This design comes from an exercise in tuning for small area and a short achievable clock period on the open sky130 flow, not from production work.
Function was not checked in any run shown here: the RTL went through the layout flow alone.
Power figures rest on the tool's default switching activity, not on a simulated workload.

==> flow/design.v (outline; a module is shown in full before it is edited, if it fits) <==
// module QE_M: 820 lines
// module qe_fa: 5 lines
// module qe_fs: 5 lines
// module qe_fc: 5 lines
// module qe_x2: 5 lines
// module qe_cy: 5 lines
// module qe_ha: 5 lines
module QE_M (clk, reset, in_a, in_b, in_c, in_x, mode, valid_in, last_input, valid_out, result);
  // ...
==> flow/flow/run.sh <==
#!/bin/bash
# The standard layout, with buf_2 cells as the port buffers.
bash standard.sh "BUFFER_PORTS_ARGS=-buffer_cell sky130_fd_sc_hd__buf_2" finish > standard.log 2>&1
==> flow/standard.sh <==
#!/bin/bash
# synth_recipe.tcl (not shown) runs the flow's synth.tcl, then flattens the netlist and writes it again
# the make line also repeats each setting of config.mk as NAME=value (left out here)
make -C /OpenROAD-flow-scripts/flow DESIGN_CONFIG=/design/flow/config.mk WORK_HOME=/design/flow/orfs CLKGATE_MAP_FILE= SYNTH_SCRIPT=/design/flow/synth_recipe.tcl "${@:-finish}"
==> flow/config.mk <==
export PLATFORM = sky130hd
export DESIGN_NAME = QE_M
export DESIGN_NICKNAME = QE_M
export VERILOG_FILES = /design/flow/design.v
export SDC_FILE = /design/flow/constraint.sdc
export NUM_CORES = 4
export LEC_CHECK = 0
export CAP_MARGIN = 20
export CORE_MARGIN = 2
export CORE_UTILIZATION = 40
export CTS_BUF_LIST = sky130_fd_sc_hd__clkbuf_8
export SETUP_SLACK_MARGIN = 4
export SLEW_MARGIN = 20
export SYNTH_HIERARCHICAL = 1
==> flow/constraint.sdc <==
create_clock -name core_clock -period 6.5 [get_ports {clk}]
set_input_delay 1.3000 -clock core_clock [delete_from_list [all_inputs] [get_ports {clk}]]
set_output_delay 1.3000 -clock core_clock [all_outputs]
set_load 0.01 [all_outputs]
==> results.ini, run 1 <==
[status]
status = finished clean

[layout]
num-nonclk-buffers = 79
clkbuf_count = 17
multi_input_area_um2 = 5140
clk_share_pct = 4.09
final_cell_mix = xor2_1 (196), dfxtp_1 (142), inv_1 (85)
regArea_um2 = 3250
bufAreaShareNonClock_pct = 4.67

[synthesis]
synthAdderAreaFrac_pct = 7.78
synth_mux_area_share_pct = 0.259
synth_compound_gate_area_share_pct = 15.5
synthSimpleGateAreaFrac_pct = 8.64

[clocking]
clk_latency_ns = 0.46
cts-resized-gates = 8
cts.clk_slew.worst_paths_ns = 0.09
cts_buffer_depth = 2

[timing]
finalCritPeriodShare_pct = 45.4
finalMaxSlewViolations = 0
timing.hold.ws_ns = 0.329
relSlewSlack_pct = 55.7
post-route-min-period_ns = 2.95
skew_ns = 0.0164

[global_route]
grt_overflow_total = 0
first_global_vias = 5779
grt_pass1_wl_mm = 28.7
use_met1_pct = 21.4
top_usage_layer = met2
antenna_found_initial = 0

[worst_setup_path]
cp.required_ns = 6.84
crit_type = reg2reg
cp_max_fo = 3
cp-endpoint = R[13]$_DFF_P_

[pwr]
powerComb_mw = 2.56
total_power_mw = 4.87

[place]
place_area_um2 = 9210

[drt]
wl_met3_um = 788

[floorplanning]
fp.dieW_um = 151

[min_path]
min_to = C2[0]$_DFF_P_

==> run 2: changes to the inputs <==
--- a/flow/design.v
+++ b/flow/design.v
@@ -2,17 +2,17 @@
 input wire clk, reset, mode;
 input wire [7:0] in_a;
 input wire [7:0] in_b;
 input wire [7:0] in_c;
 input wire [7:0] in_x;
 input wire valid_in, last_input;
 output reg valid_out;
 output wire [15:0] result;
-reg T1a14, T1a13, T1b13, T1a12, T1b12, T1c12, T1d12, T1a11, T1b11, T1c11, T1d11, T1a10, T1b10, T1c10, T1d10, T1a9, T1b9, T1c9, T1d9, T1a8, T1b8, T1c8, T1d8, T1a7, T1b7, T1c7, T1d7, T1a6, T1b6, T1c6, T1d6, T1a5, T1b5, T1c5, T1d5, T1a4, T1b4, T1c4, T1d4, T1a3, T1b3, T1c3, T1d3, T1a2, T1b2, T1c2, T1d2, T1a1, T1b1, T1c1, T1a0, T1b0;
+reg T1a14, T1a13, T1b13, T1c13, T1a12, T1b12, T1c12, T1a11, T1b11, T1c11, T1a10, T1b10, T1c10, T1a9, T1b9, T1c9, T1a8, T1b8, T1c8, T1a7, T1b7, T1c7, T1a6, T1b6, T1c6, T1a5, T1b5, T1c5, T1a4, T1b4, T1c4, T1a3, T1b3, T1c3, T1a2, T1b2, T1c2, T1a1, T1b1, T1c1, T1a0, T1b0;
 reg [7:0]  X1, C1;
 reg        m1, f1;
 reg [15:0] R;
 reg [3:0]  bo, bt, bn;   
 reg        x7;
 reg [7:0]  C2;
 reg        keep2;
 reg S3a15, S3b15, S3a14, S3b14, S3a13, S3b13, S3a12, S3b12, S3a11, S3b11, S3a10, S3b10, S3a9, S3b9, S3a8, S3b8, S3a7, S3b7, S3a6, S3b6, S3a5, S3b5, S3a4, S3b4, S3a3, S3b3, S3a2, S3b2, S3a1, S3b1, S3a0, S3b0;
@@ -219,130 +219,172 @@
 assign pa_7_6 = ~(in_a[7] & in_x[6]);
 assign pa_7_7 = ~(in_a[7] & in_x[7]);
 wire ta_1, ta_2, ta_3, ta_4, ta_5, ta_6, ta_7, ta_8;
 wire ta_9, ta_10, ta_11, ta_12, ta_13, ta_14, ta_15, ta_16;
 wire ta_17, ta_18, ta_19, ta_20, ta_21, ta_22, ta_23, ta_24;
 wire ta_25, ta_26, ta_27, ta_28, ta_29, ta_30, ta_31, ta_32;
 wire ta_33, ta_34, ta_35, ta_36, ta_37, ta_38, ta_39, ta_40;
 wire ta_41, ta_42, ta_43, ta_44, ta_45, ta_46, ta_47, ta_48;
-wire ta_49, ta_50;
+wire ta_49, ta_50, ta_51, ta_52, ta_53, ta_54, ta_55, ta_56;
+wire ta_57, ta_58, ta_59, ta_60, ta_61, ta_62, ta_63, ta_64;
+wire ta_65, ta_66, ta_67, ta_68, ta_69, ta_70, ta_71, ta_72;
+wire ta_73, ta_74, ta_75, ta_76, ta_77, ta_78, ta_79, ta_80;
+wire ta_81, ta_82, ta_83, ta_84, ta_85, ta_86, ta_87, ta_88;
+wire ta_89, ta_90, ta_91, ta_92, ta_93, ta_94, ta_95, ta_96;
+wire ta_97, ta_98, ta_99, ta_100, ta_101, ta_102;
 assign ta_1 = ~(pa_0_5 ^ pa_1_4);
 assign ta_2 = pa_0_5 | pa_1_4;
-qe_fa ta_fa0 (.a(pa_0_6), .b(pa_1_5), .c(pa_2_4), .s(ta_3), .co(ta_4));
-assign ta_5 = ~(pa_3_3 ^ pa_4_2);
-assign ta_6 = pa_3_3 | pa_4_2;
-qe_fa ta_fa1 (.a(pa_0_7), .b(pa_1_6), .c(pa_2_5), .s(ta_7), .co(ta_8));
-qe_fa ta_fa2 (.a(pa_3_4), .b(pa_4_3), .c(pa_5_2), .s(ta_9), .co(ta_10));
-assign ta_11 = ~(pa_6_1 ^ pa_7_0);
-assign ta_12 = pa_6_1 | pa_7_0;
-qe_fa ta_fa3 (.a(pa_1_7), .b(pa_2_6), .c(pa_3_5), .s(ta_13), .co(ta_14));
-qe_fa ta_fa4 (.a(pa_4_4), .b(pa_5_3), .c(pa_6_2), .s(ta_15), .co(ta_16));
-qe_fa ta_fa5 (.a(pa_2_7), .b(pa_3_6), .c(pa_4_5), .s(ta_17), .co(ta_18));
-assign ta_19 = ~(pa_0_3 ^ pa_1_2);
-assign ta_20 = pa_0_3 | pa_1_2;
-qe_fa ta_fa6 (.a(pa_0_4), .b(pa_1_3), .c(pa_2_2), .s(ta_21), .co(ta_22));
-assign ta_23 = ~(pa_3_1 ^ pa_4_0);
-assign ta_24 = pa_3_1 | pa_4_0;
-qe_fa ta_fa7 (.a(pa_2_3), .b(pa_3_2), .c(pa_4_1), .s(ta_25), .co(ta_26));
-qe_fa ta_fa8 (.a(pa_5_0), .b(bg[5]), .c(ta_1), .s(ta_27), .co(ta_28));
-qe_fa ta_fa9 (.a(pa_5_1), .b(pa_6_0), .c(bg[6]), .s(ta_29), .co(ta_30));
-qe_fa ta_fa10 (.a(ta_2), .b(ta_5), .c(ta_3), .s(ta_31), .co(ta_32));
-qe_fa ta_fa11 (.a(bg[7]), .b(ta_6), .c(ta_11), .s(ta_33), .co(ta_34));
-qe_fa ta_fa12 (.a(ta_4), .b(ta_7), .c(ta_9), .s(ta_35), .co(ta_36));
-qe_fa ta_fa13 (.a(pa_7_1), .b(ta_12), .c(ta_8), .s(ta_37), .co(ta_38));
-qe_fa ta_fa14 (.a(ta_10), .b(ta_13), .c(ta_15), .s(ta_39), .co(ta_40));
-qe_fa ta_fa15 (.a(pa_5_4), .b(pa_6_3), .c(pa_7_2), .s(ta_41), .co(ta_42));
-qe_fa ta_fa16 (.a(ta_14), .b(ta_16), .c(ta_17), .s(ta_43), .co(ta_44));
-qe_fa ta_fa17 (.a(pa_3_7), .b(pa_4_6), .c(pa_5_5), .s(ta_45), .co(ta_46));
-qe_fa ta_fa18 (.a(pa_6_4), .b(pa_7_3), .c(ta_18), .s(ta_47), .co(ta_48));
-qe_fa ta_fa19 (.a(pa_4_7), .b(pa_5_6), .c(pa_6_5), .s(ta_49), .co(ta_50));
+qe_x2 ta_xp0 (.a(pa_0_6), .b(pa_1_5), .y(ta_5));
+qe_x2 ta_xs0 (.a(ta_5), .b(pa_2_4), .y(ta_3));
+qe_cy ta_cy0 (.a(pa_0_6), .b(pa_1_5), .c(pa_2_4), .p(ta_5), .co(ta_4));
+assign ta_6 = ~(pa_3_3 ^ pa_4_2);
+assign ta_7 = pa_3_3 | pa_4_2;
+qe_x2 ta_xp1 (.a(pa_0_7), .b(pa_1_6), .y(ta_10));
+qe_x2 ta_xs1 (.a(ta_10), .b(pa_2_5), .y(ta_8));
+qe_cy ta_cy1 (.a(pa_0_7), .b(pa_1_6), .c(pa_2_5), .p(ta_10), .co(ta_9));
+qe_x2 ta_xp2 (.a(pa_3_4), .b(pa_4_3), .y(ta_13));
+qe_x2 ta_xs2 (.a(ta_13), .b(pa_5_2), .y(ta_11));
+qe_cy ta_cy2 (.a(pa_3_4), .b(pa_4_3), .c(pa_5_2), .p(ta_13), .co(ta_12));
+assign ta_14 = ~(pa_6_1 ^ pa_7_0);
+assign ta_15 = pa_6_1 | pa_7_0;
+qe_x2 ta_xp3 (.a(pa_1_7), .b(pa_2_6), .y(ta_18));
+qe_x2 ta_xs3 (.a(ta_18), .b(pa_3_5), .y(ta_16));
+qe_cy ta_cy3 (.a(pa_1_7), .b(pa_2_6), .c(pa_3_5), .p(ta_18), .co(ta_17));
+qe_x2 ta_xp4 (.a(pa_4_4), .b(pa_5_3), .y(ta_21));
+qe_x2 ta_xs4 (.a(ta_21), .b(pa_6_2), .y(ta_19));
+qe_cy ta_cy4 (.a(pa_4_4), .b(pa_5_3), .c(pa_6_2), .p(ta_21), .co(ta_20));
+qe_x2 ta_xp5 (.a(pa_2_7), .b(pa_3_6), .y(ta_24));
+qe_x2 ta_xs5 (.a(ta_24), .b(pa_4_5), .y(ta_22));
+qe_cy ta_cy5 (.a(pa_2_7), .b(pa_3_6), .c(pa_4_5), .p(ta_24), .co(ta_23));
+assign ta_25 = ~(pa_0_3 ^ pa_1_2);
+assign ta_26 = pa_0_3 | pa_1_2;
+qe_x2 ta_xp6 (.a(pa_0_4), .b(pa_1_3), .y(ta_29));
+qe_x2 ta_xs6 (.a(ta_29), .b(pa_2_2), .y(ta_27));
+qe_cy ta_cy6 (.a(pa_0_4), .b(pa_1_3), .c(pa_2_2), .p(ta_29), .co(ta_28));
+assign ta_30 = ~(pa_3_1 ^ pa_4_0);
+assign ta_31 = pa_3_1 | pa_4_0;
+qe_x2 ta_xp7 (.a(pa_2_3), .b(pa_3_2), .y(ta_34));
+qe_x2 ta_xs7 (.a(ta_34), .b(pa_4_1), .y(ta_32));
+qe_cy ta_cy7 (.a(pa_2_3), .b(pa_3_2), .c(pa_4_1), .p(ta_34), .co(ta_33));
+qe_x2 ta_xp8 (.a(pa_5_0), .b(bg[5]), .y(ta_37));
+qe_x2 ta_xs8 (.a(ta_37), .b(ta_1), .y(ta_35));
+qe_cy ta_cy8 (.a(pa_5_0), .b(bg[5]), .c(ta_1), .p(ta_37), .co(ta_36));
+qe_x2 ta_xp9 (.a(pa_5_1), .b(pa_6_0), .y(ta_40));
+qe_x2 ta_xs9 (.a(ta_40), .b(bg[6]), .y(ta_38));
+qe_cy ta_cy9 (.a(pa_5_1), .b(pa_6_0), .c(bg[6]), .p(ta_40), .co(ta_39));
+qe_x2 ta_xp10 (.a(ta_2), .b(ta_6), .y(ta_43));
+qe_x2 ta_xs10 (.a(ta_43), .b(ta_3), .y(ta_41));
+qe_cy ta_cy10 (.a(ta_2), .b(ta_6), .c(ta_3), .p(ta_43), .co(ta_42));
+qe_x2 ta_xp11 (.a(bg[7]), .b(ta_7), .y(ta_46));
+qe_x2 ta_xs11 (.a(ta_46), .b(ta_14), .y(ta_44));
+qe_cy ta_cy11 (.a(bg[7]), .b(ta_7), .c(ta_14), .p(ta_46), .co(ta_45));
+qe_x2 ta_xp12 (.a(ta_4), .b(ta_8), .y(ta_49));
+qe_x2 ta_xs12 (.a(ta_49), .b(ta_11), .y(ta_47));
+qe_cy ta_cy12 (.a(ta_4), .b(ta_8), .c(ta_11), .p(ta_49), .co(ta_48));
+qe_x2 ta_xp13 (.a(pa_7_1), .b(ta_15), .y(ta_52));
+qe_x2 ta_xs13 (.a(ta_52), .b(ta_9), .y(ta_50));
+qe_cy ta_cy13 (.a(pa_7_1), .b(ta_15), .c(ta_9), .p(ta_52), .co(ta_51));
+qe_x2 ta_xp14 (.a(ta_12), .b(ta_16), .y(ta_55));
+qe_x2 ta_xs14 (.a(ta_55), .b(ta_19), .y(ta_53));
+qe_cy ta_cy14 (.a(ta_12), .b(ta_16), .c(ta_19), .p(ta_55), .co(ta_54));
+qe_x2 ta_xp15 (.a(pa_5_4), .b(pa_6_3), .y(ta_58));
+qe_x2 ta_xs15 (.a(ta_58), .b(pa_7_2), .y(ta_56));
+qe_cy ta_cy15 (.a(pa_5_4), .b(pa_6_3), .c(pa_7_2), .p(ta_58), .co(ta_57));
+qe_x2 ta_xp16 (.a(ta_17), .b(ta_20), .y(ta_61));
+qe_x2 ta_xs16 (.a(ta_61), .b(ta_22), .y(ta_59));
+qe_cy ta_cy16 (.a(ta_17), .b(ta_20), .c(ta_22), .p(ta_61), .co(ta_60));
+qe_x2 ta_xp17 (.a(pa_3_7), .b(pa_4_6), .y(ta_64));
+qe_x2 ta_xs17 (.a(ta_64), .b(pa_5_5), .y(ta_62));
+qe_cy ta_cy17 (.a(pa_3_7), .b(pa_4_6), .c(pa_5_5), .p(ta_64), .co(ta_63));
+qe_x2 ta_xp18 (.a(pa_6_4), .b(pa_7_3), .y(ta_67));
+qe_x2 ta_xs18 (.a(ta_67), .b(ta_23), .y(ta_65));
+qe_cy ta_cy18 (.a(pa_6_4), .b(pa_7_3), .c(ta_23), .p(ta_67), .co(ta_66));
+qe_x2 ta_xp19 (.a(pa_4_7), .b(pa_5_6), .y(ta_70));
+qe_x2 ta_xs19 (.a(ta_70), .b(pa_6_5), .y(ta_68));
+qe_cy ta_cy19 (.a(pa_4_7), .b(pa_5_6), .c(pa_6_5), .p(ta_70), .co(ta_69));
+assign ta_71 = ~(pa_0_2 ^ pa_1_1);
+assign ta_72 = pa_0_2 | pa_1_1;
+qe_x2 ta_xp20 (.a(pa_2_1), .b(pa_3_0), .y(ta_75));
+qe_x2 ta_xs20 (.a(ta_75), .b(bg[3]), .y(ta_73));
+qe_cy ta_cy20 (.a(pa_2_1), .b(pa_3_0), .c(bg[3]), .p(ta_75), .co(ta_74));
+qe_x2 ta_xp21 (.a(bg[4]), .b(ta_26), .y(ta_78));
+qe_x2 ta_xs21 (.a(ta_78), .b(ta_30), .y(ta_76));
+qe_cy ta_cy21 (.a(bg[4]), .b(ta_26), .c(ta_30), .p(ta_78), .co(ta_77));
+qe_x2 ta_xp22 (.a(ta_31), .b(ta_28), .y(ta_81));
+qe_x2 ta_xs22 (.a(ta_81), .b(ta_32), .y(ta_79));
+qe_cy ta_cy22 (.a(ta_31), .b(ta_28), .c(ta_32), .p(ta_81), .co(ta_80));
+qe_x2 ta_xp23 (.a(ta_33), .b(ta_38), .y(ta_84));
+qe_x2 ta_xs23 (.a(ta_84), .b(ta_36), .y(ta_82));
+qe_cy ta_cy23 (.a(ta_33), .b(ta_38), .c(ta_36), .p(ta_84), .co(ta_83));
+qe_x2 ta_xp24 (.a(ta_39), .b(ta_44), .y(ta_87));
+qe_x2 ta_xs24 (.a(ta_87), .b(ta_42), .y(ta_85));
+qe_cy ta_cy24 (.a(ta_39), .b(ta_44), .c(ta_42), .p(ta_87), .co(ta_86));
+qe_x2 ta_xp25 (.a(ta_45), .b(ta_48), .y(ta_90));
+qe_x2 ta_xs25 (.a(ta_90), .b(ta_50), .y(ta_88));
+qe_cy ta_cy25 (.a(ta_45), .b(ta_48), .c(ta_50), .p(ta_90), .co(ta_89));
+qe_x2 ta_xp26 (.a(ta_56), .b(ta_51), .y(ta_93));
+qe_x2 ta_xs26 (.a(ta_93), .b(ta_54), .y(ta_91));
+qe_cy ta_cy26 (.a(ta_56), .b(ta_51), .c(ta_54), .p(ta_93), .co(ta_92));
+qe_x2 ta_xp27 (.a(ta_57), .b(ta_62), .y(ta_96));
+qe_x2 ta_xs27 (.a(ta_96), .b(ta_60), .y(ta_94));
+qe_cy ta_cy27 (.a(ta_57), .b(ta_62), .c(ta_60), .p(ta_96), .co(ta_95));
+qe_x2 ta_xp28 (.a(pa_7_4), .b(ta_63), .y(ta_99));
+qe_x2 ta_xs28 (.a(ta_99), .b(ta_68), .y(ta_97));
+qe_cy ta_cy28 (.a(pa_7_4), .b(ta_63), .c(ta_68), .p(ta_99), .co(ta_98));
+qe_x2 ta_xp29 (.a(pa_5_7), .b(pa_6_6), .y(ta_102));
+qe_x2 ta_xs29 (.a(ta_102), .b(pa_7_5), .y(ta_100));
+qe_cy ta_cy29 (.a(pa_5_7), .b(pa_6_6), .c(pa_7_5), .p(ta_102), .co(ta_101));
 wire [7:0] xm = {X1[6:0], 1'b0};   
 integer i;
 wire tb_1, tb_2, tb_3, tb_4, tb_5, tb_6, tb_7, tb_8;
 wire tb_9, tb_10, tb_11, tb_12, tb_13, tb_14, tb_15, tb_16;
 wire tb_17, tb_18, tb_19, tb_20, tb_21, tb_22, tb_23, tb_24;
 wire tb_25, tb_26, tb_27, tb_28, tb_29, tb_30, tb_31, tb_32;
-wire tb_33, tb_34, tb_35, tb_36, tb_37, tb_38, tb_39, tb_40;
-wire tb_41, tb_42, tb_43, tb_44, tb_45, tb_46, tb_47, tb_48;
-wire tb_49, tb_50, tb_51, tb_52, tb_53, tb_54, tb_55, tb_56;
-wire tb_57, tb_58, tb_59, tb_60, tb_61, tb_62, tb_63, tb_64;
-wire tb_65, tb_66, tb_67, tb_68, tb_69, tb_70;
-assign tb_1 = ~(T1a2 ^ T1b2);
-assign tb_2 = T1a2 | T1b2;
-qe_x2 tb_xp0 (.a(T1a3), .b(T1b3), .y(tb_5));
-qe_x2 tb_xs0 (.a(tb_5), .b(T1c3), .y(tb_3));
-qe_cy tb_cy0 (.a(T1a3), .b(T1b3), .c(T1c3), .p(tb_5), .co(tb_4));
-qe_x2 tb_xp1 (.a(T1a4), .b(T1b4), .y(tb_8));
-qe_x2 tb_xs1 (.a(tb_8), .b(T1c4), .y(tb_6));
-qe_cy tb_cy1 (.a(T1a4), .b(T1b4), .c(T1c4), .p(tb_8), .co(tb_7));
-qe_x2 tb_xp2 (.a(T1a5), .b(T1b5), .y(tb_11));
-qe_x2 tb_xs2 (.a(tb_11), .b(T1c5), .y(tb_9));
-qe_cy tb_cy2 (.a(T1a5), .b(T1b5), .c(T1c5), .p(tb_11), .co(tb_10));
-qe_x2 tb_xp3 (.a(T1a6), .b(T1b6), .y(tb_14));
-qe_x2 tb_xs3 (.a(tb_14), .b(T1c6), .y(tb_12));
-qe_cy tb_cy3 (.a(T1a6), .b(T1b6), .c(T1c6), .p(tb_14), .co(tb_13));
-qe_x2 tb_xp4 (.a(T1a7), .b(T1b7), .y(tb_17));
-qe_x2 tb_xs4 (.a(tb_17), .b(T1c7), .y(tb_15));
-qe_cy tb_cy4 (.a(T1a7), .b(T1b7), .c(T1c7), .p(tb_17), .co(tb_16));
-qe_x2 tb_xp5 (.a(T1a8), .b(T1b8), .y(tb_20));
-qe_x2 tb_xs5 (.a(tb_20), .b(T1c8), .y(tb_18));
-qe_cy tb_cy5 (.a(T1a8), .b(T1b8), .c(T1c8), .p(tb_20), .co(tb_19));
-qe_x2 tb_xp6 (.a(T1a9), .b(T1b9), .y(tb_23));
-qe_x2 tb_xs6 (.a(tb_23), .b(T1c9), .y(tb_21));
-qe_cy tb_cy6 (.a(T1a9), .b(T1b9), .c(T1c9), .p(tb_23), .co(tb_22));
-qe_x2 tb_xp7 (.a(T1a10), .b(T1b10), .y(tb_26));
-qe_x2 tb_xs7 (.a(tb_26), .b(T1c10), .y(tb_24));
-qe_cy tb_cy7 (.a(T1a10), .b(T1b10), .c(T1c10), .p(tb_26), .co(tb_25));
-qe_x2 tb_xp8 (.a(T1a11), .b(T1b11), .y(tb_29));
-qe_x2 tb_xs8 (.a(tb_29), .b(T1c11), .y(tb_27));
-qe_cy tb_cy8 (.a(T1a11), .b(T1b11), .c(T1c11), .p(tb_29), .co(tb_28));
-qe_x2 tb_xp9 (.a(T1a12), .b(T1b12), .y(tb_32));
-qe_x2 tb_xs9 (.a(tb_32), .b(T1c12), .y(tb_30));
-qe_cy tb_cy9 (.a(T1a12), .b(T1b12), .c(T1c12), .p(tb_32), .co(tb_31));
-assign tb_33 = ~(T1a1 ^ T1b1);
-assign tb_34 = T1a1 | T1b1;
-qe_x2 tb_xp10 (.a(T1c2), .b(T1d2), .y(tb_37));
-qe_x2 tb_xs10 (.a(tb_37), .b(tb_1), .y(tb_35));
-qe_cy tb_cy10 (.a(T1c2), .b(T1d2), .c(tb_1), .p(tb_37), .co(tb_36));
-qe_x2 tb_xp11 (.a(T1d3), .b(tb_2), .y(tb_40));
-qe_x2 tb_xs11 (.a(tb_40), .b(tb_3), .y(tb_38));
-qe_cy tb_cy11 (.a(T1d3), .b(tb_2), .c(tb_3), .p(tb_40), .co(tb_39));
-qe_x2 tb_xp12 (.a(T1d4), .b(tb_4), .y(tb_43));
-qe_x2 tb_xs12 (.a(tb_43), .b(tb_6), .y(tb_41));
-qe_cy tb_cy12 (.a(T1d4), .b(tb_4), .c(tb_6), .p(tb_43), .co(tb_42));
-qe_x2 tb_xp13 (.a(T1d5), .b(tb_7), .y(tb_46));
-qe_x2 tb_xs13 (.a(tb_46), .b(tb_9), .y(tb_44));
-qe_cy tb_cy13 (.a(T1d5), .b(tb_7), .c(tb_9), .p(tb_46), .co(tb_45));
-qe_x2 tb_xp14 (.a(T1d6), .b(tb_10), .y(tb_49));
-qe_x2 tb_xs14 (.a(tb_49), .b(tb_12), .y(tb_47));
-qe_cy tb_cy14 (.a(T1d6), .b(tb_10), .c(tb_12), .p(tb_49), .co(tb_48));
-qe_x2 tb_xp15 (.a(T1d7), .b(tb_13), .y(tb_52));
-qe_x2 tb_xs15 (.a(tb_52), .b(tb_15), .y(tb_50));
-qe_cy tb_cy15 (.a(T1d7), .b(tb_13), .c(tb_15), .p(tb_52), .co(tb_51));
-qe_x2 tb_xp16 (.a(T1d8), .b(tb_16), .y(tb_55));
-qe_x2 tb_xs16 (.a(tb_55), .b(tb_18), .y(tb_53));
-qe_cy tb_cy16 (.a(T1d8), .b(tb_16), .c(tb_18), .p(tb_55), .co(tb_54));
-qe_x2 tb_xp17 (.a(T1d9), .b(tb_19), .y(tb_58));
-qe_x2 tb_xs17 (.a(tb_58), .b(tb_21), .y(tb_56));
-qe_cy tb_cy17 (.a(T1d9), .b(tb_19), .c(tb_21), .p(tb_58), .co(tb_57));
-qe_x2 tb_xp18 (.a(T1d10), .b(tb_22), .y(tb_61));
-qe_x2 tb_xs18 (.a(tb_61), .b(tb_24), .y(tb_59));
-qe_cy tb_cy18 (.a(T1d10), .b(tb_22), .c(tb_24), .p(tb_61), .co(tb_60));
-qe_x2 tb_xp19 (.a(T1d11), .b(tb_25), .y(tb_64));
-qe_x2 tb_xs19 (.a(tb_64), .b(tb_27), .y(tb_62));
-qe_cy tb_cy19 (.a(T1d11), .b(tb_25), .c(tb_27), .p(tb_64), .co(tb_63));
-qe_x2 tb_xp20 (.a(T1d12), .b(tb_28), .y(tb_67));
-qe_x2 tb_xs20 (.a(tb_67), .b(tb_30), .y(tb_65));
-qe_cy tb_cy20 (.a(T1d12), .b(tb_28), .c(tb_30), .p(tb_67), .co(tb_66));
-qe_x2 tb_xp21 (.a(T1a13), .b(T1b13), .y(tb_70));
-qe_x2 tb_xs21 (.a(tb_70), .b(tb_31), .y(tb_68));
-qe_cy tb_cy21 (.a(T1a13), .b(T1b13), .c(tb_31), .p(tb_70), .co(tb_69));
-wire [15:0] SBa = {1'b1, T1a14, tb_66, tb_63, tb_60, tb_57, tb_54, tb_51, tb_48, tb_45, tb_42, tb_39, tb_36, tb_34, T1c1, T1a0};
-wire [15:0] SBb = {1'b1, tb_69, tb_68, tb_65, tb_62, tb_59, tb_56, tb_53, tb_50, tb_47, tb_44, tb_41, tb_38, tb_35, tb_33, T1b0};
+wire tb_33, tb_34, tb_35, tb_36, tb_37, tb_38;
+assign tb_1 = ~(T1a1 ^ T1b1);
+assign tb_2 = T1a1 | T1b1;
+qe_x2 tb_xp0 (.a(T1a2), .b(T1b2), .y(tb_5));
+qe_x2 tb_xs0 (.a(tb_5), .b(T1c2), .y(tb_3));
+qe_cy tb_cy0 (.a(T1a2), .b(T1b2), .c(T1c2), .p(tb_5), .co(tb_4));
+qe_x2 tb_xp1 (.a(T1a3), .b(T1b3), .y(tb_8));
+qe_x2 tb_xs1 (.a(tb_8), .b(T1c3), .y(tb_6));
+qe_cy tb_cy1 (.a(T1a3), .b(T1b3), .c(T1c3), .p(tb_8), .co(tb_7));
+qe_x2 tb_xp2 (.a(T1a4), .b(T1b4), .y(tb_11));
+qe_x2 tb_xs2 (.a(tb_11), .b(T1c4), .y(tb_9));
+qe_cy tb_cy2 (.a(T1a4), .b(T1b4), .c(T1c4), .p(tb_11), .co(tb_10));
+qe_x2 tb_xp3 (.a(T1a5), .b(T1b5), .y(tb_14));
+qe_x2 tb_xs3 (.a(tb_14), .b(T1c5), .y(tb_12));
+qe_cy tb_cy3 (.a(T1a5), .b(T1b5), .c(T1c5), .p(tb_14), .co(tb_13));
+qe_x2 tb_xp4 (.a(T1a6), .b(T1b6), .y(tb_17));
+qe_x2 tb_xs4 (.a(tb_17), .b(T1c6), .y(tb_15));
+qe_cy tb_cy4 (.a(T1a6), .b(T1b6), .c(T1c6), .p(tb_17), .co(tb_16));
+qe_x2 tb_xp5 (.a(T1a7), .b(T1b7), .y(tb_20));
+qe_x2 tb_xs5 (.a(tb_20), .b(T1c7), .y(tb_18));
+qe_cy tb_cy5 (.a(T1a7), .b(T1b7), .c(T1c7), .p(tb_20), .co(tb_19));
+qe_x2 tb_xp6 (.a(T1a8), .b(T1b8), .y(tb_23));
+qe_x2 tb_xs6 (.a(tb_23), .b(T1c8), .y(tb_21));
+qe_cy tb_cy6 (.a(T1a8), .b(T1b8), .c(T1c8), .p(tb_23), .co(tb_22));
+qe_x2 tb_xp7 (.a(T1a9), .b(T1b9), .y(tb_26));
+qe_x2 tb_xs7 (.a(tb_26), .b(T1c9), .y(tb_24));
+qe_cy tb_cy7 (.a(T1a9), .b(T1b9), .c(T1c9), .p(tb_26), .co(tb_25));
+qe_x2 tb_xp8 (.a(T1a10), .b(T1b10), .y(tb_29));
+qe_x2 tb_xs8 (.a(tb_29), .b(T1c10), .y(tb_27));
+qe_cy tb_cy8 (.a(T1a10), .b(T1b10), .c(T1c10), .p(tb_29), .co(tb_28));
+qe_x2 tb_xp9 (.a(T1a11), .b(T1b11), .y(tb_32));
+qe_x2 tb_xs9 (.a(tb_32), .b(T1c11), .y(tb_30));
+qe_cy tb_cy9 (.a(T1a11), .b(T1b11), .c(T1c11), .p(tb_32), .co(tb_31));
+qe_x2 tb_xp10 (.a(T1a12), .b(T1b12), .y(tb_35));
+qe_x2 tb_xs10 (.a(tb_35), .b(T1c12), .y(tb_33));
+qe_cy tb_cy10 (.a(T1a12), .b(T1b12), .c(T1c12), .p(tb_35), .co(tb_34));
+qe_x2 tb_xp11 (.a(T1a13), .b(T1b13), .y(tb_38));
+qe_x2 tb_xs11 (.a(tb_38), .b(T1c13), .y(tb_36));
+qe_cy tb_cy11 (.a(T1a13), .b(T1b13), .c(T1c13), .p(tb_38), .co(tb_37));
+wire [15:0] SBa = {1'b1, T1a14, tb_34, tb_31, tb_28, tb_25, tb_22, tb_19, tb_16, tb_13, tb_10, tb_7, tb_4, tb_2, T1c1, T1a0};
+wire [15:0] SBb = {1'b1, tb_37, tb_36, tb_33, tb_30, tb_27, tb_24, tb_21, tb_18, tb_15, tb_12, tb_9, tb_6, tb_3, tb_1, T1b0};
 wire [15:0] SBs;
 wire [15:0] te_cp_p, te_cp_g, te_cp_c;
 qe_x2 te_cp_px0 (.a(SBa[0]), .b(SBb[0]), .y(te_cp_p[0]));
 assign te_cp_g[0] = ~(SBa[0] | SBb[0]);
 qe_x2 te_cp_px1 (.a(SBa[1]), .b(SBb[1]), .y(te_cp_p[1]));
 assign te_cp_g[1] = ~(SBa[1] | SBb[1]);
 qe_x2 te_cp_px2 (.a(SBa[2]), .b(SBb[2]), .y(te_cp_p[2]));
 assign te_cp_g[2] = ~(SBa[2] | SBb[2]);
@@ -700,60 +742,50 @@
 qe_cy tc_cy40 (.a(tc_55), .b(tc_104), .c(tc_106), .p(tc_155), .co(tc_154));
 qe_x2 tc_xp41 (.a(tc_60), .b(tc_107), .y(tc_158));
 qe_x2 tc_xs41 (.a(tc_158), .b(tc_109), .y(tc_156));
 qe_cy tc_cy41 (.a(tc_60), .b(tc_107), .c(tc_109), .p(tc_158), .co(tc_157));
 always @(posedge clk) begin
 	T1a14 <= pa_7_7;
 	T1a13 <= pa_6_7;
 	T1b13 <= pa_7_6;
-	T1a12 <= pa_5_7;
-	T1b12 <= pa_6_6;
-	T1c12 <= pa_7_5;
-	T1d12 <= ta_50;
-	T1a11 <= pa_7_4;
-	T1b11 <= ta_46;
-	T1c11 <= ta_49;
-	T1d11 <= ta_48;
-	T1a10 <= ta_42;
-	T1b10 <= ta_45;
-	T1c10 <= ta_44;
-	T1d10 <= ta_47;
-	T1a9 <= ta_41;
-	T1b9 <= ta_38;
-	T1c9 <= ta_40;
-	T1d9 <= ta_43;
-	T1a8 <= ta_34;
-	T1b8 <= ta_36;
-	T1c8 <= ta_37;
-	T1d8 <= ta_39;
-	T1a7 <= ta_30;
-	T1b7 <= ta_33;
-	T1c7 <= ta_32;
-	T1d7 <= ta_35;
-	T1a6 <= ta_26;
-	T1b6 <= ta_29;
-	T1c6 <= ta_28;
-	T1d6 <= ta_31;
-	T1a5 <= ta_24;
-	T1b5 <= ta_22;
-	T1c5 <= ta_25;
-	T1d5 <= ta_27;
-	T1a4 <= bg[4];
-	T1b4 <= ta_20;
-	T1c4 <= ta_23;
-	T1d4 <= ta_21;
-	T1a3 <= pa_2_1;
-	T1b3 <= pa_3_0;
-	T1c3 <= bg[3];
-	T1d3 <= ta_19;
-	T1a2 <= pa_0_2;
-	T1b2 <= pa_1_1;
-	T1c2 <= pa_2_0;
-	T1d2 <= bg[2];
+	T1c13 <= ta_101;
+	T1a12 <= ta_69;
+	T1b12 <= ta_100;
+	T1c12 <= ta_98;
+	T1a11 <= ta_66;
+	T1b11 <= ta_97;
+	T1c11 <= ta_95;
+	T1a10 <= ta_65;
+	T1b10 <= ta_92;
+	T1c10 <= ta_94;
+	T1a9 <= ta_59;
+	T1b9 <= ta_89;
+	T1c9 <= ta_91;
+	T1a8 <= ta_53;
+	T1b8 <= ta_86;
+	T1c8 <= ta_88;
+	T1a7 <= ta_47;
+	T1b7 <= ta_83;
+	T1c7 <= ta_85;
+	T1a6 <= ta_80;
+	T1b6 <= ta_41;
+	T1c6 <= ta_82;
+	T1a5 <= ta_77;
+	T1b5 <= ta_35;
+	T1c5 <= ta_79;
+	T1a4 <= ta_74;
+	T1b4 <= ta_27;
+	T1c4 <= ta_76;
+	T1a3 <= ta_72;
+	T1b3 <= ta_25;
+	T1c3 <= ta_73;
+	T1a2 <= pa_2_0;
+	T1b2 <= bg[2];
+	T1c2 <= ta_71;
 	T1a1 <= pa_0_1;
 	T1b1 <= pa_1_0;
 	T1c1 <= bg[1];
 	T1a0 <= pa_0_0;
 	T1b0 <= bg[0];
 	X1 <= mode ? {7'd0, valid_in} : in_x;
 	C1 <= ~(in_c & {8{~mode}});
 	m1 <= mode;
==> run 2 against run 1 <==
Still clean. Flip-flop and latch count shrank 10. Clock-buffer cell count grew 2. Via count is 2.2% higher. Final cell count increased by 0.97%. Setup slack improved by 0.49 ns. Sequential power about the same. Sequential share of layout area decreased by 1.8 points. Highest routed layer unchanged.
==> results.ini, run 2 <==
[worst_setup_path]
worst-path-stages = 8
cp_max_fo = 9  ; +6
cp_common_cell = xor2_1
critPathBufInv = 1
cp_slowest_cell = xor2_2
path_cells = buf_2 -> nand2_2 -> xor2_2 -> xor2_2 -> xor2_1 -> a22o_1 -> xor2_1 -> xor2_1
r2r_slack_ns = 4.11
cp.required_ns = 6.89  ; +0.05 ns
cp.arrival_ns = 2.86
critPathMaxStageDelay_ns = 0.23
ff2ff_path_depth = 9
critPathLaunchType = primary input
crit_type = in2reg
critPathTopFamily = XOR/XNOR gates
cp-end-kind = register

[synthesis]
synth_edf_count = 0
ys_top_cells_by_area = dfxtp_1 (34%), xor2_1 (25%), a22o_1 (8.3%)
synth_cell_type_count = 50
syn_inst = 919
synth_top_area_share_pct = 33.5
synth_seq_cells = 150
yosysSeqAreaShare_pct = 35.0
synth_warnings = 7
syn_avg_cell_area_um2 = 9.42
synthArstFlopShare_pct = 3.33
yosysTopAreaCell = dfxtp_1
synth_most_common_cell = xor2_1
netlist_top_cells_count = xor2_1 (249), dfxtp_1 (145), a22o_1 (82)
syn_area_um2 = 8660
synth_ff_type = dfxtp_1

[layout]
drive_gt1_share_pct = 16.2
regArea_um2 = 3040  ; -6.4%
fill_cells = 2031
syn_to_final_growth_pct = 13.5
reg_top3 = R x16, Y x16
antenna_cells = 0
nets = 1021
multi_input_area_um2 = 5400  ; +5.0%
final_cell_mix = xor2_1 (231), dfxtp_1 (138), a22o_1 (81)
final_common_cell = xor2_1

[place]
hpwl_mm = 12.8
gp_congestion = 0.798
port_buffers = 53
detailedPlace.worstSlack_ns = 3.56

[pwr]
pwr-share-comb_pct = 53.8
ir_drop_mv = 0.161
p_int_mw = 2.83
p_per_area_nw_per_um2 = 495
switching_share_pct = 41.8
leakagePower_nw = 4.28
clkPwrFrac_pct = 14.9
p_sw_mw = 2.04
seqPwrFrac_pct = 31.3

[floorplanning]
core_area_um2 = 21200
start_util_pct = 40.9
die-area_um2 = 22800
io_pins = 54
die_height_um = 151
rows = 53
fp.dieW_um = 151  ; -0.15%

[timing]
finalHoldViolations = 0
setup_tns_ns = 0
final-setup-viol-count = 0
max_freq_mhz = 405
rsz0062_at_grt = false
relSlewSlack_pct = 53.8  ; -1.9 points
worst_slew_pin_slew_ns = 0.692
post-route-min-period_ns = 2.47  ; -0.486 ns
finalMaxSlewViolations = 0  ; unchanged
skew_ns = 0.0125  ; -0.00385 ns
final.setup.worst_slack_ns = 4.03
finalCritPeriodShare_pct = 38.0  ; -7.5 points

[global_route]
antenna_found_initial = 0  ; unchanged
grt_start_max_net_pins = 33
grt_overflow_total = 0  ; unchanged
grtUsageMet2_pct = 26.9
met3_usage_pct = 2.92
grt_usage_pct = 16.1
first_global_vias = 6024  ; +4.2%
use_met1_pct = 20.9  ; -0.49 points
grt_pass1_wl_mm = 29.0  ; +0.84%
top_usage_layer = met2

[clocking]
cts_tree = yes
cts.sinks = 150
cts.clk_slew.worst_paths_ns = 0.09  ; about the same
clk_latency_ns = 0.46  ; about the same
cts-root-buf = clkbuf_8
cts_buffer_depth = 2  ; unchanged
numCtsBuffers = 17
holdBufCountCts = 0
htree_levels = 4

[drt]
vias_per_cell = 4.99
vias = 6241
drc = 0
post_drt_wl_per_cell_um = 13.9
routed_wl_mm = 17.4
drtIter0Drc = 405
firstDrtPassIters = 7
ant_nets = 0

[status]
status = finished clean

[run]
maxCapViolCount = 0

[min_path]
hp-class = reg2reg
holdPathStages = 0

==> run 2: metrics by stage <==
| step | util (%) | hold slack [ns] | instances | area (µm²) | power (mW) |
|---|---|---|---|---|---|
| floorplan | - | 0.310 | 921 | 8910 | 3.57 |
| global placement | 43.6 | 0.310 | 1209 | 9220 | 3.98 |
| detailed placement | 43.6 | 0.314 | 1209 | 9220 | 4.02 |
| CTS | 45.5 | 0.335 | 1242 | 9630 | 4.77 |
| global route | 46.4 | 0.342 | 1250 | 9820 | 5.31 |
| finish | 46.4 | 0.333 | 1250 | 9820 | 4.86 |
==> run 2: modules after synthesis (local to each module, per instance) <==
module,copies in the design,cells,flip-flops and latches
QE_M,1,606,150
qe_cy,81,1,0
qe_x2,232,1,0
==> run 2: per-layer routing <==
metal  up-vias  part of all wire [%]  wire length, µm
li1       3173                     -                -
met1      2930                    48             8380
met2       124                    47             8180
met3        14                   3.7              645
met4         0                   1.1              198
met5         -                     0                0
==> run 2: kinds of logic after synthesis <==
family	Yosys count	synth area share (%)
other	2	0.0867
flip-flops	150	35.0
buffers and inverters	121	5.30
XOR/XNOR	288	29.1
AO/OA/AOI/OAI	176	17.7
AND/OR/NAND/NOR	158	9.38
multiplexers	2	0.260
adder cells (fa/ha/maj)	22	3.18
==> run 2: timing repair <==
action / 4_1_cts / 5_1_grt
endpoints found under the setup margin: 1 / 30
resized for setup: 0 / 26
hold endpoints to repair: 0 / 0
setup buffers: 1 / 8
pin swaps: 1 / 14
==> run 2: layout make-up <==
class,count,share of cell area (%)
repair buffers,63,3.46
multi-input cells,650,55.0
clock buffers,19,2.66
clock inverters,13,1.39
well taps,275,3.50
flip-flops and latches,150,30.9
inverters,80,3.09
==> run 2: worst paths after layout <==
kind,from,end
worst max-delay path,in_x[7],T1c8$_DFF_P_
worst min-delay path,C1[0]$_DFF_P_,C2[0]$_DFF_P_
worst max register to register,T1b5$_DFF_P_,R[14]$_DFF_P_
worst min register to register,C1[0]$_DFF_P_,C2[0]$_DFF_P_
max in group asynchronous,reset,lastd$_DFF_PP1_
min in group asynchronous,reset,valid_out$_DFF_PP0_
==> run 2: power groups by stage <==
stage	clock network, mW	logic (mW)	registers [mW]
6_report	0.725	2.62	1.52
5_1_grt	0.792	2.95	1.56
4_1_cts	0.751	2.50	1.52
3_5_place_dp	0	2.48	1.54
3_3_place_gp	0	2.45	1.53
2_1_floorplan	0	2.14	1.44
==> run 3: changes to the inputs <==
--- a/flow/config.mk
+++ b/flow/config.mk
@@ -10,4 +10,6 @@
 export CORE_UTILIZATION = 40
 export CTS_BUF_LIST = sky130_fd_sc_hd__clkbuf_8
+export CTS_CLUSTER_DIAMETER = 100
+export CTS_CLUSTER_SIZE = 40
 export SETUP_SLACK_MARGIN = 4
 export SLEW_MARGIN = 20
==> run 3 against run 2 <==
Clock skew unchanged. Via count unchanged. Highest routed layer unchanged. Design area unchanged. Utilization unchanged. Sequential share of layout area unchanged. Still clean. Setup slack unchanged. Global-route usage unchanged. Final cell count unchanged. Sequential power about the same. Critical endpoint unchanged. Maximum frequency unchanged. Worst hold slack unchanged. Synthesized area unchanged.
==> results.ini, run 3 <==
[status]
status = finished clean

[synthesis]
synth_seq_cells = 150  ; unchanged
synth_edf_count = 0  ; unchanged
ys_top_cells_by_area = dfxtp_1 (34%), xor2_1 (25%), a22o_1 (8.3%)
synth_cell_type_count = 50  ; unchanged
syn_avg_cell_area_um2 = 9.42  ; unchanged
synth_ff_type = dfxtp_1
yosysSeqAreaShare_pct = 35.0  ; unchanged
syn_area_um2 = 8660  ; unchanged
synth_most_common_cell = xor2_1
synth_top_area_share_pct = 33.5  ; unchanged
synthArstFlopShare_pct = 3.33  ; unchanged
synth_warnings = 7  ; unchanged
syn_inst = 919  ; unchanged
yosysTopAreaCell = dfxtp_1
netlist_top_cells_count = xor2_1 (249), dfxtp_1 (145), a22o_1 (82)

[floorplanning]
io_pins = 54  ; unchanged
rows = 53  ; unchanged
die_height_um = 151  ; unchanged
core_area_um2 = 21200  ; unchanged
die-area_um2 = 22800  ; unchanged
fp.dieW_um = 151  ; unchanged
start_util_pct = 40.9  ; unchanged

[layout]
design_area_um2 = 9820  ; unchanged
antenna_cells = 0  ; unchanged
final_cell_mix = xor2_1 (231), dfxtp_1 (138), a22o_1 (81)
nets = 1021  ; unchanged
reg_top3 = R x16, Y x16
syn_to_final_growth_pct = 13.5  ; unchanged
drive_gt1_share_pct = 16.2  ; unchanged
final_common_cell = xor2_1

[worst_setup_path]
cp-end-kind = register
cp_max_fo = 9  ; unchanged
critPathLaunchType = primary input
cp.arrival_ns = 2.86  ; about the same
crit_type = in2reg
ff2ff_path_depth = 9  ; unchanged
cp.required_ns = 6.89  ; about the same

[timing]
post-route-min-period_ns = 2.47  ; unchanged
skew_ns = 0.0125  ; unchanged
rsz0062_at_grt = false
max_freq_mhz = 405  ; unchanged
finalMaxSlewViolations = 0  ; unchanged
relSlewSlack_pct = 53.8  ; unchanged
setup_tns_ns = 0  ; unchanged
finalHoldViolations = 0  ; unchanged
worst_slew_pin_slew_ns = 0.692  ; unchanged
final-setup-viol-count = 0  ; unchanged
finalCritPeriodShare_pct = 38.0  ; unchanged

[drt]
vias = 6241  ; unchanged
drc = 0  ; unchanged
wl_met3_um = 645  ; unchanged
wl_met2_mm = 8.18  ; unchanged
post_drt_wl_per_cell_um = 13.9  ; unchanged
drtIter0Drc = 405  ; unchanged
vias_per_cell = 4.99  ; unchanged
firstDrtPassIters = 7  ; unchanged
routed_wl_mm = 17.4  ; unchanged
m1WireLength_mm = 8.38  ; unchanged
highest_layer = met4
ant_nets = 0  ; unchanged

[place]
place_area_um2 = 9220  ; unchanged
gp_congestion = 0.798  ; unchanged
hpwl_mm = 12.8  ; unchanged
port_buffers = 53  ; unchanged

[global_route]
grt_pass1_wl_mm = 29.0  ; unchanged
grt_usage_pct = 16.1  ; unchanged
grt_start_max_net_pins = 33  ; unchanged
antenna_found_initial = 0  ; unchanged
first_global_vias = 6024  ; unchanged
grt_overflow_total = 0  ; unchanged

[pwr]
p_per_area_nw_per_um2 = 495  ; unchanged
total_power_mw = 4.86  ; unchanged
leakagePower_nw = 4.28  ; unchanged
ir_drop_mv = 0.161  ; unchanged

[clocking]
cts.sinks = 150  ; unchanged
numCtsBuffers = 17  ; unchanged
clk_latency_ns = 0.46  ; about the same
cts.clk_slew.worst_paths_ns = 0.09  ; about the same
cts-root-buf = clkbuf_8
htree_levels = 4  ; unchanged
cts_tree = yes
cts_buffer_depth = 2  ; unchanged

[run]
maxCapViolCount = 0  ; unchanged

[min_path]
hp-class = reg2reg
holdPathStages = 0  ; unchanged

-- run 3: cell counts in the layout (fill, tap and decap cells not counted) --
No cell type changed its count.
-- run 3: Yosys stat by module, one instance, submodules excluded --
module  cells inside  times used
QE_M             606           1
qe_cy              1          81
qe_x2              1         232
-- run 3: layer usage --
layer  vias up  global-route usage [%]
met5         -                       0
met4         0                    5.47
met3        14                    2.92
met2       124                    26.9
met1      2930                    20.9
li1       3173                       -
-- run 3: layout make-up --
class	instances	area (µm²)
fill	2031	11300
multi-input combinational	650	5400
sequential	150	3040
tap	275	344
timing repair buffer	63	340
inverter	80	304
clock buffer	19	262
clock inverter	13	136
-- run 3: final timing paths --
check                                       to     startpoint  slack [ns]
setup reg to reg                 R[14]$_DFF_P_   T1b5$_DFF_P_        4.11
hold reg to reg                  C2[0]$_DFF_P_  C1[0]$_DFF_P_        0.33
setup / recovery                  T1c8$_DFF_P_        in_x[7]        4.03
hold / removal                   C2[0]$_DFF_P_  C1[0]$_DFF_P_        0.33
min in group asynchronous  valid_out$_DFF_PP0_          reset        0.72
max in group asynchronous      lastd$_DFF_PP1_          reset        5.53
-- run 3: report_power, final --
group	leakage [nW]	switching, mW	internal (mW)
clock network	0.205	0.389	0.336
registers	1.28	0.271	1.25
logic	2.80	1.38	1.24
total	4.28	2.04	2.83
-- run 3: through the flow --
step                      instances  setup WS [ns]  utilization [%]  hold WS [ns]
final                          1250           4.03             46.4         0.333
after global routing           1250           3.96             46.4         0.342
after CTS                      1242           4.00             45.5         0.335
after detailed placement       1209           3.56             43.6         0.314
after global placement         1209           3.62             43.6         0.310
after floorplan                 921           3.79                -         0.310
-- run 3: cell families (layout without fill, tap and decap cells) --
group / Yosys count / in the layout / share of synthesized area [%]
AO/OA/AOI/OAI: 176 / 176 / 17.7
AND/OR/NAND/NOR: 158 / 158 / 9.38
adder cells (fa/ha/maj): 22 / 22 / 3.18
other: 2 / 4 / 0.0867
XOR/XNOR: 288 / 288 / 29.1
buffers and inverters: 121 / 175 / 5.30
multiplexers: 2 / 2 / 0.260
flip-flops: 150 / 150 / 35.0
-- run 3: what timing repair did --
action | CTS | global route
resized for setup | 0 | 26
endpoints found under the hold margin | 0 | 0
hold buffers | 0 | 0
pin swaps | 1 | 14
setup buffers | 1 | 8
setup endpoints to repair | 1 | 30
-- run 3: worst max-delay path, cell delays in order --
cell and delay, ns:
buf_2 0.20, nand2_2 0.11, xor2_2 0.23, xor2_2 0.19
xor2_1 0.23, a22o_1 0.22, xor2_1 0.22, xor2_1 0.16

==> what the ideal ports hide <==
No port has a modelled driver above. Below, the same layouts with a new extraction and two added sets of constraints.
Step 1 (the two cells are an assumption about what drives the block):
set clk [get_ports {clk}]
set_driving_cell -lib_cell sky130_fd_sc_hd__clkbuf_16 $clk
set_driving_cell -lib_cell sky130_fd_sc_hd__buf_2 [delete_from_list [all_inputs] $clk]
Step 2 also shifts input and output timing later by t, the mid clock arrival at the registers, as if the neighbouring blocks saw the same clock.
Three values: no drivers, after step 1, after step 2; two values: the first two.
| run | t, ns | slack for setup (ns) | worst setup path after step 2 | latest minus earliest clock arrival (ns) | slew at the worst register clock pin (ns) |
|---|---|---|---|---|---|
| run 1 | 0.489 | 3.546 / 3.546 / 3.546 | register to register | 0.016 / 0.017 | 0.10 / 0.10 |
| run 2 | 0.492 | 4.032 / 4.048 / 3.556 | input to register | 0.013 / 0.014 | 0.09 / 0.09 |
| run 3 | 0.492 | 4.032 / 4.048 / 3.556 | input to register | 0.013 / 0.014 | 0.09 / 0.09 |
After both steps setup and hold are still met in every run listed.
